Source: an optimization exercise on an open RTL-to-GDS flow (aim: small area, a short achievable clock period and few clock cycles). Production flows keep margins and buffers that such runs may drop. Only simulation tests tie the RTL to the original design; equivalence was not proved. No activity file was given, so power comes from the tool's default toggle rates.

--- flow/config.mk ---
export PLATFORM = sky130hd
export DESIGN_NAME = fast_top_level
export DESIGN_NICKNAME = fast_top_level
export VERILOG_FILES = /design/flow/design.v
export SDC_FILE = /design/flow/constraint.sdc
export NUM_CORES = 4
export LEC_CHECK = 0
export CAP_MARGIN = 20
export CORE_MARGIN = 2
export CORE_UTILIZATION = 40
export PLACE_DENSITY = 0.6
export SLEW_MARGIN = 20
--- flow/constraint.sdc ---
create_clock -name core_clock -period 8.0 [get_ports {clk}]
set_input_delay 1.6000 -clock core_clock [delete_from_list [all_inputs] [get_ports {clk}]]
set_output_delay 1.6000 -clock core_clock [all_outputs]
set_load 0.01 [all_outputs]
--- flow/design.v ---
`timescale 1ns / 10ps
module flex_counter_dir #(
    parameter SIZE = 4
) (
    input  logic                 clk,
    input  logic                 n_rst,
    input  logic                 clear,
    input  logic                 count_enable,  
    input  logic [SIZE-1:0]      wrap_val,
    input  logic [1:0]           mode,           
    output logic [SIZE-1:0]      count_out,
    output logic                 rollover_flag,  
    output logic                 wrap_flag       
);
    typedef enum logic {DIR_UP = 0, 
                        DIR_DOWN = 1
    } dir_e;
    dir_e dir_ff, dir_next;
    logic [SIZE-1:0] count_out_next;
    logic rollover_flag_next, wrap_flag_next;
    always_ff @(posedge clk, negedge n_rst) begin
        if (!n_rst) begin
            count_out     <= '0;
            dir_ff        <= DIR_UP;
            rollover_flag <= 1'b0;
            wrap_flag     <= 1'b0;  
        end
        else begin
            count_out     <= count_out_next;
            dir_ff        <= dir_next;
            rollover_flag <= rollover_flag_next;
            wrap_flag     <= wrap_flag_next;
        end
    end
    always_comb begin
        count_out_next = count_out;
        dir_next       = dir_ff;
        if (clear) begin
            count_out_next = '0;
            dir_next       = DIR_UP;
        end else if (count_enable) begin
            unique case (mode)
                2'b00: begin 
                    if (count_out >= wrap_val)
                        count_out_next = {{(SIZE-1){1'b0}}, 1'b1};
                    else
                        count_out_next = count_out + 1;
                end
                2'b01: begin 
                    if (count_out <= {{(SIZE-1){1'b0}}, 1'b1})
                        count_out_next = wrap_val;
                    else
                        count_out_next = count_out - 1;
                end
                2'b10: begin 
                    unique case (dir_ff)
                        DIR_UP: begin
                            if (count_out >= wrap_val) begin
                                count_out_next = wrap_val - 1;
                                dir_next       = DIR_DOWN;
                            end else begin
                                count_out_next = count_out + 1;
                            end
                        end
                        DIR_DOWN: begin
                            if (count_out == '0) begin
                                count_out_next = 1;
                                dir_next       = DIR_UP;
                            end else begin
                                count_out_next = count_out - 1;
                            end
                        end
                    endcase
                end
                default: begin 
                    count_out_next = count_out;
                end
            endcase
        end
    end
    always_comb begin
        wrap_flag_next     = (count_out_next == wrap_val);
        rollover_flag_next = (count_out_next == '0);
    end
endmodule
`timescale 1ns / 10ps
module pixel_pos #(
    parameter X_MAX = 5,
    parameter Y_MAX = 5,
    parameter MODE = 0
) (
    input logic clk, n_rst,
    input logic update_pos, new_trans,
    input logic [$clog2(X_MAX) - 1:0] max_x,
    input logic [$clog2(Y_MAX) - 1:0] max_y,
    output logic end_pos,
    output logic [1:0] next_dir,
    output logic [$clog2(X_MAX) - 1:0] curr_x, 
    output logic [$clog2(Y_MAX) - 1:0] curr_y
);
    logic rollover_flag, rollover_flag_prev, rollover_flag_prev_exp;
    logic wrap_flag, wrap_flag_prev, wrap_flag_prev_exp;
    always_ff @(posedge clk, negedge n_rst) begin : UPDATE_PREV
        if (!n_rst) begin
            rollover_flag_prev  <= 0;
            wrap_flag_prev      <= 0;
        end
        else begin
            rollover_flag_prev   <= rollover_flag_prev_exp;
            wrap_flag_prev       <= wrap_flag_prev_exp;
        end
    end
    always_comb begin : UPDATE_PREV_EXP
        rollover_flag_prev_exp  = rollover_flag_prev;
        wrap_flag_prev_exp      = wrap_flag_prev;
        if (update_pos) begin
            rollover_flag_prev_exp  = rollover_flag;
            wrap_flag_prev_exp      = wrap_flag;
        end
    end
    logic new_trans_prev, new_trans_prev_exp, new_trans_info;
    assign new_trans_info = new_trans || new_trans_prev;
    always_ff @(posedge clk, negedge n_rst) begin : UPDATE_TRANS_PREV
        if (!n_rst) 
            new_trans_prev  <= 0;
        else
            new_trans_prev  <= (new_trans || new_trans_prev_exp);
    end
    always_comb begin : UPDATE_TRANS_PREV_EXP
        new_trans_prev_exp = new_trans_prev;
        if (update_pos)
            new_trans_prev_exp = new_trans;
    end
    logic new_flag;
    assign new_flag = wrap_flag || rollover_flag;
    logic y_update_flag;
    logic y_update_flag_keep;
    always_ff @(posedge clk, negedge n_rst) begin
        if (!n_rst)
            y_update_flag_keep <= 0;
        else
            y_update_flag_keep <= y_update_flag;
    end
        always_comb begin : FLAG_INFO
        y_update_flag = y_update_flag_keep;
        if (new_trans_info)
            y_update_flag = 0;
        else if (!y_update_flag_keep && new_flag && update_pos)
            y_update_flag = 1;
        else if (y_update_flag_keep && update_pos)
            y_update_flag = 0;
    end
    logic y_update, x_update;
    always_comb begin : MODULE_UPDATES
        y_update = update_pos && (y_update_flag);
        x_update = update_pos && (!y_update_flag || new_trans);
    end
    logic [$clog2(X_MAX) - 1:0] max_x_eff;
    logic [$clog2(Y_MAX) - 1:0] max_y_eff;
    assign max_x_eff = max_x - 1;
    assign max_y_eff = max_y - 1;
    logic corr_clear;
    assign corr_clear = new_trans || (end_pos && update_pos); 
    logic end_x, end_y;
    always_comb begin : END_DATA
        if (MODE || (max_y % 2))
            end_x = (curr_x == max_x_eff);
        else 
            end_x = (curr_x == 0);
        end_y = (max_y_eff == curr_y);
        end_pos = end_x && end_y;
    end
    logic x_dir, y_dir;
    logic dir_reg;
    always_ff @(posedge clk or negedge n_rst) begin
        if (!n_rst) dir_reg <= 1'b0;
        else if (rollover_flag) dir_reg <= 1'b0;
        else if (wrap_flag) dir_reg <= 1'b1;
    end
    always_comb begin : DIRECTION_INFO
        if (MODE)
            next_dir = {wrap_flag, 1'b0};
        else begin
            y_dir = new_flag && !y_update_flag_keep && !new_trans_prev;
            x_dir = (wrap_flag || dir_reg) && !(rollover_flag);
            next_dir = {y_dir, x_dir};
        end
    end
    localparam X_MODE = (MODE) ? 2'd0 : 2'd2;       
    localparam Y_MODE = 2'd0;                       
    flex_counter_dir #(.SIZE($clog2(X_MAX))) X_CORR 
                            (.clk(clk), .n_rst(n_rst),
                            .count_enable(x_update), .wrap_val(max_x_eff), .mode(X_MODE), .clear(corr_clear || (MODE && end_x && update_pos)),
                            .count_out(curr_x), .wrap_flag(wrap_flag), .rollover_flag(rollover_flag));
    flex_counter_dir #(.SIZE($clog2(Y_MAX))) Y_CORR 
                            (.clk(clk), .n_rst(n_rst),
                            .count_enable(y_update), .wrap_val(max_y_eff), .mode(Y_MODE), .clear(corr_clear),
                            .count_out(curr_y), .wrap_flag(), .rollover_flag());
endmodule
`timescale 1ns / 10ps
module pipelined_buffer_loader #(
    parameter int THRESHOLD = 20,
    parameter X_MAX = 5,
    parameter Y_MAX = 5
) (
    input logic clk, n_rst,
    input logic signed [$clog2(X_MAX):0] curr_x, curr_y,
    input logic [7:0] input_pixel,
    input logic start,
    output logic signed [$clog2(X_MAX):0] x_addr_gaus, y_addr_gaus, x_addr_fast,y_addr_fast,
    output logic update_sample,read_SRAM_gaus, write_SRAM_fast
);
logic [7:0] center,next_center;
logic [1:0] buffer_output [0:15];
logic [1:0] next_buffer_output [0:15];
logic in_is_corner_flag;
function automatic logic signed [5:0] dx_lut(input logic [4:0] idx);
    case (idx[3:0])
        4'd0: dx_lut = 6'sd0;
        4'd1: dx_lut = 6'sd1;
        4'd2: dx_lut = 6'sd2;
        4'd3: dx_lut = 6'sd3;
        4'd4: dx_lut = 6'sd3;
        4'd5: dx_lut = 6'sd3;
        4'd6: dx_lut = 6'sd2;
        4'd7: dx_lut = 6'sd1;
        4'd8: dx_lut = 6'sd0;
        4'd9: dx_lut = -6'sd1;
        4'd10: dx_lut = -6'sd2;
        4'd11: dx_lut = -6'sd3;
        4'd12: dx_lut = -6'sd3;
        4'd13: dx_lut = -6'sd3;
        4'd14: dx_lut = -6'sd2;
        4'd15: dx_lut = -6'sd1;
        default: dx_lut = 6'sd0;
    endcase
endfunction
function automatic logic signed [5:0] dy_lut(input logic [4:0] idx);
    case (idx[3:0])
        4'd0: dy_lut = 6'sd3;
        4'd1: dy_lut = 6'sd3;
        4'd2: dy_lut = 6'sd2;
        4'd3: dy_lut = 6'sd1;
        4'd4: dy_lut = 6'sd0;
        4'd5: dy_lut = -6'sd1;
        4'd6: dy_lut = -6'sd2;
        4'd7: dy_lut = -6'sd3;
        4'd8: dy_lut = -6'sd3;
        4'd9: dy_lut = -6'sd3;
        4'd10: dy_lut = -6'sd2;
        4'd11: dy_lut = -6'sd1;
        4'd12: dy_lut = 6'sd0;
        4'd13: dy_lut = 6'sd1;
        4'd14: dy_lut = 6'sd2;
        4'd15: dy_lut = 6'sd3;
        default: dy_lut = 6'sd0;
    endcase
endfunction
typedef enum logic [5:0] {
    IDLE          = 6'b000000,
    LOAD_CENTER   = 6'b000001,
    LOAD_PIXEL_1  = 6'b000010,
    LOAD_PIXEL_9  = 6'b000011,
    LOAD_PIXEL_5  = 6'b000100,
    LOAD_PIXEL_13 = 6'b000101,
    LOAD_PIXEL_2  = 6'b000110,
    LOAD_PIXEL_3  = 6'b000111,
    LOAD_PIXEL_4  = 6'b001000,
    LOAD_PIXEL_6  = 6'b001001,
    LOAD_PIXEL_7  = 6'b001010,
    LOAD_PIXEL_8  = 6'b001011,
    LOAD_PIXEL_10 = 6'b001100,
    LOAD_PIXEL_11 = 6'b001101,
    LOAD_PIXEL_12 = 6'b001110,
    LOAD_PIXEL_14 = 6'b001111,
    LOAD_PIXEL_15 = 6'b010000,
    LOAD_PIXEL_16 = 6'b010001,
    DONE          = 6'b010010
} state_t;
state_t current_state, next_state;
always_ff @(posedge clk or negedge n_rst) begin
    if(!n_rst)
        current_state <= IDLE;
    else
        current_state <= next_state;
end
always_comb begin : NEXT_STATE_LOGIC
    next_state     = current_state;
    update_sample  = 0;
    write_SRAM_fast    = 0;
    x_addr_fast        = 0;
    y_addr_fast        = 0;
    case (current_state)
        IDLE: begin
            if (start)
                next_state = LOAD_CENTER;
        end
        LOAD_CENTER:   next_state = LOAD_PIXEL_1;
        LOAD_PIXEL_1:  next_state = LOAD_PIXEL_9;
        LOAD_PIXEL_9:  next_state = LOAD_PIXEL_5;
        LOAD_PIXEL_5:  next_state = LOAD_PIXEL_13; 
        LOAD_PIXEL_13: next_state = LOAD_PIXEL_2;
        LOAD_PIXEL_2:  next_state = LOAD_PIXEL_3;
        LOAD_PIXEL_3:  next_state = LOAD_PIXEL_4; 
        LOAD_PIXEL_4:  next_state = LOAD_PIXEL_6;
        LOAD_PIXEL_6:  next_state = LOAD_PIXEL_7;
        LOAD_PIXEL_7:  next_state = LOAD_PIXEL_8;
        LOAD_PIXEL_8:  next_state = LOAD_PIXEL_10;
        LOAD_PIXEL_10: next_state = LOAD_PIXEL_11;
        LOAD_PIXEL_11: next_state = LOAD_PIXEL_12;
        LOAD_PIXEL_12: next_state = LOAD_PIXEL_14;
        LOAD_PIXEL_14: begin
            if (in_is_corner_flag) begin
                next_state = IDLE;
                update_sample = 1;
                write_SRAM_fast = 1;
                x_addr_fast = curr_x;
                y_addr_fast = $signed(curr_y);
            end
            else
                next_state = LOAD_PIXEL_15;
        end
        LOAD_PIXEL_15: begin
            if (in_is_corner_flag) begin
                next_state = IDLE;
                update_sample = 1;
                write_SRAM_fast = 1;
                x_addr_fast = curr_x;
                y_addr_fast = $signed(curr_y);
            end
            else
                next_state = LOAD_PIXEL_16;
        end
        LOAD_PIXEL_16:begin
            if (in_is_corner_flag) begin
                next_state = IDLE;
                update_sample = 1;
                write_SRAM_fast = 1;
                x_addr_fast = curr_x;
                y_addr_fast = $signed(curr_y);
            end
            else
                next_state = DONE;
        end
        DONE: begin
            next_state = IDLE;
            update_sample = 1;
            if (in_is_corner_flag) begin
                write_SRAM_fast = 1;
                x_addr_fast = curr_x;
                y_addr_fast = $signed(curr_y);
            end
        end
        default: begin
            next_state = IDLE;
            update_sample = 0;
            write_SRAM_fast = 0;
            x_addr_fast = 0;
            y_addr_fast = 0;
        end
    endcase
end
logic [4:0] pixel_index;  
always_comb begin : ADDRESS_LOGIC
    x_addr_gaus = 0;
    y_addr_gaus = 0;
    read_SRAM_gaus = 0;
    pixel_index = 0;
    unique case (current_state)
        LOAD_CENTER: begin
            x_addr_gaus = $signed(curr_x);
            y_addr_gaus = $signed(curr_y);
            read_SRAM_gaus = 1;
        end
        LOAD_PIXEL_1: begin
            pixel_index = 0;
            x_addr_gaus = $signed(curr_x) + dx_lut(pixel_index);
            y_addr_gaus = $signed(curr_y) + dy_lut(pixel_index);
            read_SRAM_gaus = 1;
        end
        LOAD_PIXEL_2: begin
            pixel_index = 1;
            x_addr_gaus = $signed(curr_x) + dx_lut(pixel_index);
            y_addr_gaus = $signed(curr_y) + dy_lut(pixel_index);
            read_SRAM_gaus = 1;
        end
        LOAD_PIXEL_3: begin
            pixel_index = 2;
            x_addr_gaus = $signed(curr_x) + dx_lut(pixel_index);
            y_addr_gaus = $signed(curr_y) + dy_lut(pixel_index);
            read_SRAM_gaus = 1;
        end
        LOAD_PIXEL_4: begin
            pixel_index = 3;
            x_addr_gaus = $signed(curr_x) + dx_lut(pixel_index);
            y_addr_gaus = $signed(curr_y) + dy_lut(pixel_index);
            read_SRAM_gaus = 1;
        end
        LOAD_PIXEL_5: begin
            pixel_index = 4;
            x_addr_gaus = $signed(curr_x) + dx_lut(pixel_index);
            y_addr_gaus = $signed(curr_y) + dy_lut(pixel_index);
            read_SRAM_gaus = 1;
        end
        LOAD_PIXEL_6: begin
            pixel_index = 5;
            x_addr_gaus = $signed(curr_x) + dx_lut(pixel_index);
            y_addr_gaus = $signed(curr_y) + dy_lut(pixel_index);
            read_SRAM_gaus = 1;
        end
        LOAD_PIXEL_7: begin
            pixel_index = 6;
            x_addr_gaus = $signed(curr_x) + dx_lut(pixel_index);
            y_addr_gaus = $signed(curr_y) + dy_lut(pixel_index);
            read_SRAM_gaus = 1;
        end
        LOAD_PIXEL_8: begin
            pixel_index = 7;
            x_addr_gaus = $signed(curr_x) + dx_lut(pixel_index);
            y_addr_gaus = $signed(curr_y) + dy_lut(pixel_index);
            read_SRAM_gaus = 1;
        end
        LOAD_PIXEL_9: begin
            pixel_index = 8;
            x_addr_gaus = $signed(curr_x) + dx_lut(pixel_index);
            y_addr_gaus = $signed(curr_y) + dy_lut(pixel_index);
            read_SRAM_gaus = 1;
        end
        LOAD_PIXEL_10: begin
            pixel_index = 9;
            x_addr_gaus = $signed(curr_x) + dx_lut(pixel_index);
            y_addr_gaus = $signed(curr_y) + dy_lut(pixel_index);
            read_SRAM_gaus = 1;
        end
        LOAD_PIXEL_11: begin
            pixel_index = 10;
            x_addr_gaus = $signed(curr_x) + dx_lut(pixel_index);
            y_addr_gaus = $signed(curr_y) + dy_lut(pixel_index);
            read_SRAM_gaus = 1;
        end
        LOAD_PIXEL_12: begin
            pixel_index = 11;
            x_addr_gaus = $signed(curr_x) + dx_lut(pixel_index);
            y_addr_gaus = $signed(curr_y) + dy_lut(pixel_index);
            read_SRAM_gaus = 1;
        end
        LOAD_PIXEL_13: begin
            pixel_index = 12;
            x_addr_gaus = $signed(curr_x) + dx_lut(pixel_index);
            y_addr_gaus = $signed(curr_y) + dy_lut(pixel_index);
            read_SRAM_gaus = 1;
        end
        LOAD_PIXEL_14: begin
            pixel_index = 13;
            x_addr_gaus = $signed(curr_x) + dx_lut(pixel_index);
            y_addr_gaus = $signed(curr_y) + dy_lut(pixel_index);
            read_SRAM_gaus = 1;
        end
        LOAD_PIXEL_15: begin
            pixel_index = 14;
            x_addr_gaus = $signed(curr_x) + dx_lut(pixel_index);
            y_addr_gaus = $signed(curr_y) + dy_lut(pixel_index);
            read_SRAM_gaus = 1;
        end
        LOAD_PIXEL_16: begin
            pixel_index = 15;
            x_addr_gaus = $signed(curr_x) + dx_lut(pixel_index);
            y_addr_gaus = $signed(curr_y) + dy_lut(pixel_index);
            read_SRAM_gaus = 1;
        end
        default: begin
            x_addr_gaus = '0;
            y_addr_gaus = '0;
            read_SRAM_gaus = 0;
            pixel_index = 0;
        end
    endcase
end
function automatic logic [1:0] fast_compare(
    input logic [7:0] pixel,
    input logic [7:0] center
);
    logic signed [9:0] diff;
begin
    diff = $signed({1'b0, pixel}) - $signed({1'b0, center});
    if (diff >= $signed(THRESHOLD)) begin
        fast_compare = 2'b10;    
    end
    else if (diff <= -$signed(THRESHOLD)) begin
        fast_compare = 2'b01;    
    end
    else begin
        fast_compare = 2'b00;    
    end
end
endfunction
always_ff @(posedge clk or negedge n_rst) begin
    if (!n_rst) begin
        for (int i = 0; i < 16; i++) begin
            buffer_output[i] <= 2'b00;
            center <= 8'b00000000;
        end
    end else begin
        for (int i = 0; i < 16; i++) begin
            buffer_output[i] <= next_buffer_output[i];
            center <= next_center;
        end
    end
end
always_comb begin : BUFFER_LOAD_LOGIC
    next_center = center;   
    for (int i=0; i<16; i++) begin
        next_buffer_output[i] = buffer_output[i];  
    end
    case (current_state)
        IDLE:begin
            for (int i = 0; i < 16; i++) begin
                next_buffer_output[i] = 2'b00;
            end
        end
        LOAD_PIXEL_1: begin
            next_center = input_pixel;
        end
        LOAD_PIXEL_9:  begin
            next_buffer_output[0]  = fast_compare(input_pixel, center);
        end
        LOAD_PIXEL_5:  begin
            next_buffer_output[8]  = fast_compare(input_pixel, center);
        end
        LOAD_PIXEL_13:  begin
            next_buffer_output[4]  = fast_compare(input_pixel, center);
        end
        LOAD_PIXEL_2:  begin
            next_buffer_output[12]  = fast_compare(input_pixel, center);
        end
        LOAD_PIXEL_3:  begin
            next_buffer_output[1]  = fast_compare(input_pixel, center);
        end
        LOAD_PIXEL_4:  begin
            next_buffer_output[2]  = fast_compare(input_pixel, center);
        end
        LOAD_PIXEL_6:  begin
            next_buffer_output[3]  = fast_compare(input_pixel, center);
        end
        LOAD_PIXEL_7:  begin
            next_buffer_output[5]  = fast_compare(input_pixel, center);
        end
        LOAD_PIXEL_8:  begin
            next_buffer_output[6]  = fast_compare(input_pixel, center);
        end
        LOAD_PIXEL_10:  begin
            next_buffer_output[7]  = fast_compare(input_pixel, center);
        end
        LOAD_PIXEL_11: begin
            next_buffer_output[9]  = fast_compare(input_pixel, center);
        end
        LOAD_PIXEL_12: begin
            next_buffer_output[10] = fast_compare(input_pixel, center);
        end
        LOAD_PIXEL_14: begin
            next_buffer_output[11] = fast_compare(input_pixel, center);
        end
        LOAD_PIXEL_16: begin
            next_buffer_output[13] = fast_compare(input_pixel, center);
        end
        DONE: begin
            next_buffer_output[15] = fast_compare(input_pixel, center);
        end
        default begin
        end
    endcase
end
logic is_bright_corner, is_dark_corner;
logic [31:0] bright_wrap, dark_wrap;
always_comb begin
    bright_wrap = 32'd0;
    dark_wrap   = 32'd0;
    for (int i = 0; i < 16; i++) begin
        bright_wrap[i]      = next_buffer_output[i][1];
        dark_wrap[i]        = next_buffer_output[i][0];
        bright_wrap[i+16]   = next_buffer_output[i][1];
        dark_wrap[i+16]     = next_buffer_output[i][0];
    end
end
always_comb begin
    is_bright_corner   = 1'b0;
    is_dark_corner     = 1'b0;
    in_is_corner_flag  = 1'b0;
    for (int i = 0; i < 16; i++) begin
        if (&bright_wrap[i +: 9])
            is_bright_corner = 1'b1;
        if (&dark_wrap[i +: 9])
            is_dark_corner = 1'b1;
    end
    in_is_corner_flag = is_bright_corner || is_dark_corner;
end
endmodule
`timescale 1ns / 10ps
module draw_circle #(
    parameter int X_MAX = 10,
    parameter int Y_MAX = 10)
(
    input  logic clk, n_rst,
    input  logic signed [$clog2(X_MAX):0] curr_x, curr_y,
    input  logic start, SRAM_in_fast,
    output logic signed [$clog2(X_MAX):0] x_addr_OUT, y_addr_OUT, x_addr_fast, y_addr_fast,
    output logic read_SRAM_fast, update_pos, write_SRAM_OUT,
    output logic [23:0] pink
);
function automatic logic signed [3:0] dx(input int i);
    case (i)
        0: dx = 4'sd0;  1: dx = 4'sd1;  2: dx = 4'sd2;  3: dx = 4'sd2;
        4: dx = 4'sd2;  5: dx = 4'sd1;  6: dx = 4'sd0;  7: dx = -4'sd1;
        8: dx = -4'sd2; 9: dx = -4'sd2; 10: dx = -4'sd2; default: dx = -4'sd1;
    endcase
endfunction
function automatic logic signed [3:0] dy(input int i);
    case (i)
        0: dy = 4'sd2;  1: dy = 4'sd2;  2: dy = 4'sd1;  3: dy = 4'sd0;
        4: dy = -4'sd1; 5: dy = -4'sd2; 6: dy = -4'sd2; 7: dy = -4'sd2;
        8: dy = -4'sd1; 9: dy = 4'sd0;  10: dy = 4'sd1; default: dy = 4'sd2;
    endcase
endfunction
typedef enum logic [3:0] {
    IDLE,
    CHECK,
    LOADC,
    LOAD1,
    LOAD2,
    LOAD3,
    LOAD4,
    LOAD5,
    LOAD6,
    LOAD7,
    LOAD8,
    LOAD9,
    LOAD10,
    LOAD11,
    LOAD12
} state_t;
state_t state, next_state;
always_ff @(posedge clk or negedge n_rst) begin
    if (!n_rst)
        state <= IDLE;
    else
        state <= next_state;
end
always_comb begin
    next_state = state;
    read_SRAM_fast = 0;
    update_pos = 0;
    x_addr_fast = 0;
    y_addr_fast = 0;
    case (state)
        IDLE: begin
            if (start) begin
                next_state = CHECK;
                read_SRAM_fast = 1;
                x_addr_fast = curr_x;
                y_addr_fast = curr_y;
            end
        end
        CHECK: begin
            if (SRAM_in_fast)
                next_state = LOAD1;
            else begin
                next_state = IDLE;
                update_pos = 1;
            end
        end
        LOAD1:  next_state = LOAD2;
        LOAD2:  next_state = LOAD3;
        LOAD3:  next_state = LOAD4;
        LOAD4:  next_state = LOAD5;
        LOAD5:  next_state = LOAD6;
        LOAD6:  next_state = LOAD7;
        LOAD7:  next_state = LOAD8;
        LOAD8:  next_state = LOAD9;
        LOAD9:  next_state = LOAD10;
        LOAD10: next_state = LOAD11;
        LOAD11: next_state = LOAD12;
        LOAD12: begin
            next_state = IDLE;
            update_pos = 1;
        end
        default: next_state = IDLE;
    endcase
end
always_comb begin
    x_addr_OUT = curr_x;
    y_addr_OUT = curr_y;
    pink   = '0;
    write_SRAM_OUT = 0;
    case (state)
        CHECK:  begin
            if (SRAM_in_fast) begin
                x_addr_OUT = curr_x;
                y_addr_OUT = curr_y;
                pink = 24'hFFFF00;
                write_SRAM_OUT = 1;
            end
        end
        LOAD1:  begin x_addr_OUT = curr_x + dx(0);  y_addr_OUT = curr_y + dy(0);  pink = 24'hFF2090; write_SRAM_OUT = 1; end
        LOAD2:  begin x_addr_OUT = curr_x + dx(1);  y_addr_OUT = curr_y + dy(1);  pink = 24'hFF2090; write_SRAM_OUT = 1; end
        LOAD3:  begin x_addr_OUT = curr_x + dx(2);  y_addr_OUT = curr_y + dy(2);  pink = 24'hFF2090; write_SRAM_OUT = 1; end
        LOAD4:  begin x_addr_OUT = curr_x + dx(3);  y_addr_OUT = curr_y + dy(3);  pink = 24'hFF2090; write_SRAM_OUT = 1; end
        LOAD5:  begin x_addr_OUT = curr_x + dx(4);  y_addr_OUT = curr_y + dy(4);  pink = 24'hFF2090; write_SRAM_OUT = 1; end
        LOAD6:  begin x_addr_OUT = curr_x + dx(5);  y_addr_OUT = curr_y + dy(5);  pink = 24'hFF2090; write_SRAM_OUT = 1; end
        LOAD7:  begin x_addr_OUT = curr_x + dx(6);  y_addr_OUT = curr_y + dy(6);  pink = 24'hFF2090; write_SRAM_OUT = 1; end
        LOAD8:  begin x_addr_OUT = curr_x + dx(7);  y_addr_OUT = curr_y + dy(7);  pink = 24'hFF2090; write_SRAM_OUT = 1; end
        LOAD9:  begin x_addr_OUT = curr_x + dx(8);  y_addr_OUT = curr_y + dy(8);  pink = 24'hFF2090; write_SRAM_OUT = 1; end
        LOAD10: begin x_addr_OUT = curr_x + dx(9);  y_addr_OUT = curr_y + dy(9);  pink = 24'hFF2090; write_SRAM_OUT = 1; end
        LOAD11: begin x_addr_OUT = curr_x + dx(10); y_addr_OUT = curr_y + dy(10); pink = 24'hFF2090; write_SRAM_OUT = 1; end
        LOAD12: begin 
            x_addr_OUT = curr_x + dx(11); 
            y_addr_OUT = curr_y + dy(11); 
            pink = 24'hFF2090;
            write_SRAM_OUT = 1;
            end
        default: ;
    endcase
end
endmodule
`timescale 1ns / 10ps
module fast_controller (
    input  logic clk,
    input  logic n_rst,
    input  logic new_trans,          
    input  logic end_pos,            
    input  logic fast_done_flag,     
    input  logic circle_done_flag,   
    output logic fast_start, circle_start, done
);
typedef enum logic [1:0] {
    S_IDLE,
    S_FAST_RUN,
    S_CIRCLE,
    S_DONE
} state_t;
state_t current_state, next_state;
always_ff @(posedge clk, negedge n_rst) begin
    if (!n_rst) current_state <= S_IDLE;
    else        current_state <= next_state;
end
always_comb begin
    next_state   = current_state;
    fast_start   = 1'b0;
    circle_start = 1'b0;
    done         = 1'b0;
    case (current_state)
        S_IDLE: begin
            if (new_trans) next_state = S_FAST_RUN;
        end
        S_FAST_RUN: begin
            fast_start = 1'b1;
            if (fast_done_flag && end_pos) begin
                fast_start = 1'b0;
                next_state = S_CIRCLE;
            end
        end
        S_CIRCLE: begin
            circle_start = 1'b1;
            if (circle_done_flag && end_pos) next_state = S_DONE;
        end
        S_DONE: begin
            done = 1'b1;
            if (new_trans) next_state = S_FAST_RUN;
        end
        default: next_state = S_IDLE;
    endcase
end
endmodule
`timescale 1ns / 10ps
module fast_top_level #(
    parameter X_MAX = 64,
    parameter Y_MAX = 64,
    parameter THRESHOLD = 20
) (
    input logic clk, n_rst,
    input logic [7:0] SRAM_in_gaus,
    input logic new_trans, SRAM_in_fast,
    input logic [$clog2(X_MAX) - 1:0] max_x, max_y,
    output logic write_SRAM_fast, read_SRAM_gaus, read_SRAM_fast, write_SRAM_OUT, done,
    output logic signed [$clog2(X_MAX):0] x_addr_gaus, y_addr_gaus, x_addr_fast, y_addr_fast, x_addr_OUT, y_addr_OUT,
    output logic [23:0] SRAM_OUT_wdata
);
logic [$clog2(X_MAX)-1:0] current_x, current_y;
logic update_sample_tb, update_sample_tb1, update_sample_tb2, start, start_circle, end_pos;
logic [$clog2(X_MAX):0] x_addr4_tb, y_addr4_tb, x_addr4_tb2, y_addr4_tb2;
assign update_sample_tb = update_sample_tb1 || update_sample_tb2;
assign x_addr_fast = (write_SRAM_fast) ? x_addr4_tb  : x_addr4_tb2;
assign y_addr_fast = (write_SRAM_fast) ? y_addr4_tb  : y_addr4_tb2;
pixel_pos #(.X_MAX(X_MAX), .Y_MAX(Y_MAX), .MODE(1)) pos_inst (
    .clk(clk),
    .n_rst(n_rst),
    .update_pos(update_sample_tb),
    .new_trans(new_trans),
    .max_x(max_x),
    .max_y(max_y),
    .end_pos(end_pos),
    .next_dir(),                    
    .curr_x(current_x),
    .curr_y(current_y)
);
fast_controller fast_controller(
    .clk(clk),
    .n_rst(n_rst),
    .new_trans(new_trans),
    .end_pos(end_pos),
    .fast_done_flag(update_sample_tb),
    .fast_start(start),
    .circle_done_flag(update_sample_tb),
    .circle_start(start_circle),
    .done(done)
);
pipelined_buffer_loader #(.THRESHOLD(THRESHOLD), .X_MAX(X_MAX), .Y_MAX(Y_MAX)) fast_compute (
    .clk(clk),
    .n_rst(n_rst),
    .curr_x({1'b0, current_x}),
    .curr_y({1'b0, current_y}),
    .input_pixel(SRAM_in_gaus),
    .start(start),
    .x_addr_gaus(x_addr_gaus),
    .y_addr_gaus(y_addr_gaus),
    .x_addr_fast(x_addr4_tb),
    .y_addr_fast(y_addr4_tb),
    .update_sample(update_sample_tb1),
    .read_SRAM_gaus(read_SRAM_gaus),
    .write_SRAM_fast(write_SRAM_fast)
);
draw_circle #(.X_MAX(X_MAX), .Y_MAX(Y_MAX)) draw_circle(
    .clk(clk),
    .n_rst(n_rst),
    .curr_x({1'b0, current_x}),
    .curr_y({1'b0, current_y}),
    .start(start_circle),
    .x_addr_OUT(x_addr_OUT),
    .y_addr_OUT(y_addr_OUT),
    .x_addr_fast(x_addr4_tb2),
    .y_addr_fast(y_addr4_tb2),
    .pink(SRAM_OUT_wdata),
    .update_pos(update_sample_tb2),
    .read_SRAM_fast(read_SRAM_fast),
    .SRAM_in_fast(SRAM_in_fast),
    .write_SRAM_OUT(write_SRAM_OUT)
);
endmodule
--- flow/run.sh ---
#!/bin/bash
# synth_recipe.tcl (not shown) runs the flow's synth.tcl, then flattens the netlist and writes it again
# the make line also repeats each setting of config.mk as NAME=value (left out here)
make -C /OpenROAD-flow-scripts/flow DESIGN_CONFIG=/design/flow/config.mk WORK_HOME=/design/flow/orfs CLKGATE_MAP_FILE= SYNTH_SCRIPT=/design/flow/synth_recipe.tcl finish
==> out/results.tsv <==
metric	value	unit
status	timing/DRC/antenna clean	
drt_drc_violations_left	0	
cp-startpoint	SRAM_in_gaus[0]	
finalPower	3.329	mW
crit_path_end	x_addr_fast[3]	
postRouteAntennaNets	0	
finClkSkew	5.425	ps
timing.fmax	128.6	MHz
p_per_area	360.2	nW/um^2
netlist_top_cells_area	dfrtp_1, ha_1, a21oi_1	
start_util	40.78	%
relSlewSlack	22.74	%
pre_cts_ws	35.04	ps
cap_violations	0	
synth_edf_count	0	
synth_ff_type	dfrtp_1	
area_growth	16.47	%
htreeDepth	3	
mostFrequentLayoutCell	nand2_1	
clockBufferDepth	2	
io_pins	95	
clkSinkCount	67	
cp-end-kind	primary output	
fin_crit	7774	ps
async_reset_ff_share	100.0	%
worst-setup-path-type	primary input to primary output	
cts.clk_slew.worst_paths	60	ps
netlist_area	7936	sq um
grt_pass1_wl	39560	microns
synth_top_area_share	21.13	%
die_y	144.9	microns
cts-buffers-inserted	9	
r2r_start	fast_compute.current_state[1]$_DFFE_PN0P_	
crit_fanout	25	
ff2ff_path_depth	14	
setup_viol	0	
required	6400	ps
ir_drop	0.0001796	V
antenna_found_initial	0	
ys_warn_count	7	
p_leak	3.960	nW
grt.overflow.total	0	
grt_use_total	23.94	%
ys_types	88	
crit_arrival	6170	ps
yosysTopAreaCell	dfrtp_1	
via_count	8105	
cp-start-kind	primary input	
final_cell_mix	nand2_1, nor2_1, a21oi_1, clkdlybuf4s50_1, o21ai_0	
hp-class	register to register	
num_rows	51	
gp_congestion	0.9601	
n_antenna_cell	0	
post-cts-setup-buffers	0	
ys_seq_area_share	21.13	%
synthCells	1060	
fin_crit_sh	97.17	%
grt_pass1_vias	7376	
worst_skew_pair.late_latency	350	ps
drt-initial-drc-count	744	
firstDrtPassIters	5	
maxSlewViolCount	0	
fin_nets	1191	
vias_per_cell	5.886	
grt_max_degree	68	
dpl.hpwl	18510	microns
rrSetupSlack	2990	ps
tightestPinTransition	1155	ps
dieArea	20980	sq um
hold_viol	0	
synth_seq_cells	67	
wl	25280	microns
io_buffers	86	
chipWidth	144.9	microns
core	19460	sq um
layout_setup_ws	226.1	ps
drive_above_1_share	7.374	%
hold-path-cell-count	1	
cts_root_buf	clkbuf_16	
wl_per_cell	18.36	microns
tritoncts	done	
r2r-end	pos_inst.Y_CORR.count_out[5]$_DFFE_PN0P_	
syn_area_per_cell	7.487	sq um
timing repair:
| action | 4_1_cts | 5_1_grt |
|---|---|---|
| hold buffers | 0 | 0 |
| setup endpoints to repair | 0 | 12 |
| gates resized for setup | 0 | 10 |
metal layers:
metal	global-route usage, %	part of all wire, %	up-vias	routed length, microns
met5	0	0	-	0
met4	7.920	2.0	0	518
met3	4.212	6.4	33	1622
met2	35.87	44	275	11110
met1	34.71	48	3822	12020
li1	-	-	3975	-
cell usage after synthesis, types with 6 or more instances:
master	n
nand2_1	110
a21oi_1	87
nor2_1	87
o21ai_0	83
dfrtp_1	67
ha_1	55
inv_1	43
clkbuf_1	37
nand3_1	36
a21o_1	30
xnor2_1	30
o22ai_1	27
buf_4	25
nor3_1	24
a22oi_1	20
and2_1	18
o21a_1	16
xor2_1	16
nand2b_1	15
nor2b_1	14
a211oi_1	13
nand4_1	13
and3_1	10
o211ai_1	10
a31oi_1	9
o21bai_1	8
buf_1	7
buf_2	6
mux2_2	6
cell type report:
| cell class | count | area [sq um] |
|---|---|---|
| Tap cell | 265 | 331.6 |
| Clock inverter | 6 | 65.06 |
| Fill cell | 1990 | 10220 |
| Clock buffer | 10 | 239.0 |
| Inverter | 45 | 168.9 |
| Sequential cell | 67 | 1677 |
| Multi-Input combinational cell | 878 | 5744 |
| Timing Repair Buffer | 106 | 1018 |
cells by family (layout without fill, tap and decap cells):
logic type / after synthesis / after routing / share of synthesized area [%]
AOI/OAI and AO/OA: 379 / 379 / 31.67
and+or+nand+nor: 373 / 374 / 23.29
buffers and inverters: 123 / 167 / 7.378
DFF: 67 / 67 / 21.13
adders and majority gates: 62 / 62 / 10.18
xor gates and xnor gates: 46 / 46 / 5.076
muxes: 9 / 9 / 1.230
other: 1 / 8 / 0.04725
flip-flops by register name, summed over array words and instances, names as in the netlist:
signal                         flops
fast_compute.current_state         5
pos_inst.Y_CORR.count_out          6
pos_inst.X_CORR.count_out          6
pos_inst.y_update_flag_keep        1
draw_circle.state                  4
pos_inst.new_trans_prev            1
fast_compute.buffer_output        32
fast_compute.center                8
fast_controller.current_state      2
pos_inst.X_CORR.rollover_flag      1
pos_inst.X_CORR.wrap_flag          1
per-stage QoR:
step / cells / utilization [%] / hold WS, ps / cell area (sq um) / TNS (ps)
after global routing: 1377 / 47.50 / 482.8 / 9244 / -149.4
after floorplan: 1067 / - / 428.5 / 7963 / 0
after CTS: 1376 / 47.27 / 464.0 / 9200 / 0
after global placement: 1360 / 45.71 / 456.0 / 8896 / 0
final: 1377 / 47.50 / 462.3 / 9244 / 0
after detailed placement: 1360 / 45.71 / 457.4 / 8896 / 0
where the power goes:
part	switching [mW]	total [mW]	internal [mW]	leakage [nW]
logic	1.38	2.36	0.982	2.94
registers	0.112	0.556	0.444	0.871
clock network	0.161	0.411	0.250	0.148
worst min-delay path by stage:
stage | start | endpoint | slack [ps]
2_1_floorplan | pos_inst.new_trans_prev$_DFF_PN0_ | pos_inst.y_update_flag_keep$_DFF_PN0_ | 430
3_3_place_gp | pos_inst.new_trans_prev$_DFF_PN0_ | pos_inst.y_update_flag_keep$_DFF_PN0_ | 460
3_5_place_dp | pos_inst.new_trans_prev$_DFF_PN0_ | pos_inst.y_update_flag_keep$_DFF_PN0_ | 460
4_1_cts | pos_inst.new_trans_prev$_DFF_PN0_ | pos_inst.y_update_flag_keep$_DFF_PN0_ | 460
5_1_grt | pos_inst.new_trans_prev$_DFF_PN0_ | pos_inst.y_update_flag_keep$_DFF_PN0_ | 480
6_report | pos_inst.new_trans_prev$_DFF_PN0_ | pos_inst.y_update_flag_keep$_DFF_PN0_ | 460
critical path, cell delays in order:
cell and delay, ps:
clkdlybuf4s50_1 450, inv_1 50, ha_1 220, fa_1 430, nand2b_1 190, a21oi_1 170, xnor2_1 120, o32ai_2 360
o21ai_1 170, buf_12 190, a221oi_1 290, o2111ai_1 150, a221o_1 330, and4_4 220, a22oi_2 260, or2_2 260
and2_1 150, clkdlybuf4s50_1 540
Testbench counts, summed over its fixed seeds: cycles 1,342,526.

[afterwards: timing with drivers on the ports]
Ports are ideal in the flow. The routed layout listed here was re-timed in OpenROAD.
Step 1 (the two cells are an assumption about what drives the block):
set clk [get_ports {clk}]
set_driving_cell -lib_cell sky130_fd_sc_hd__clkbuf_16 $clk
set_driving_cell -lib_cell sky130_fd_sc_hd__buf_2 [delete_from_list [all_inputs] $clk]
Step 2 moves the port delays by t, midway between the first and last clock arrival at a register: inputs arrive t later, outputs are due t later. That takes back most of the time a late clock gives input paths.
Three values: ideal, step 1, step 2; two values: the first two.
t (ns): 0.388
setup WS [ns]: 0.226 / 0.203 / 0.203
cell pins on the clock port's net: 1
After both steps this run still meets setup and hold. The setup slack of this run moves by -0.023 ns with the drivers and by -0.023 ns with both steps.
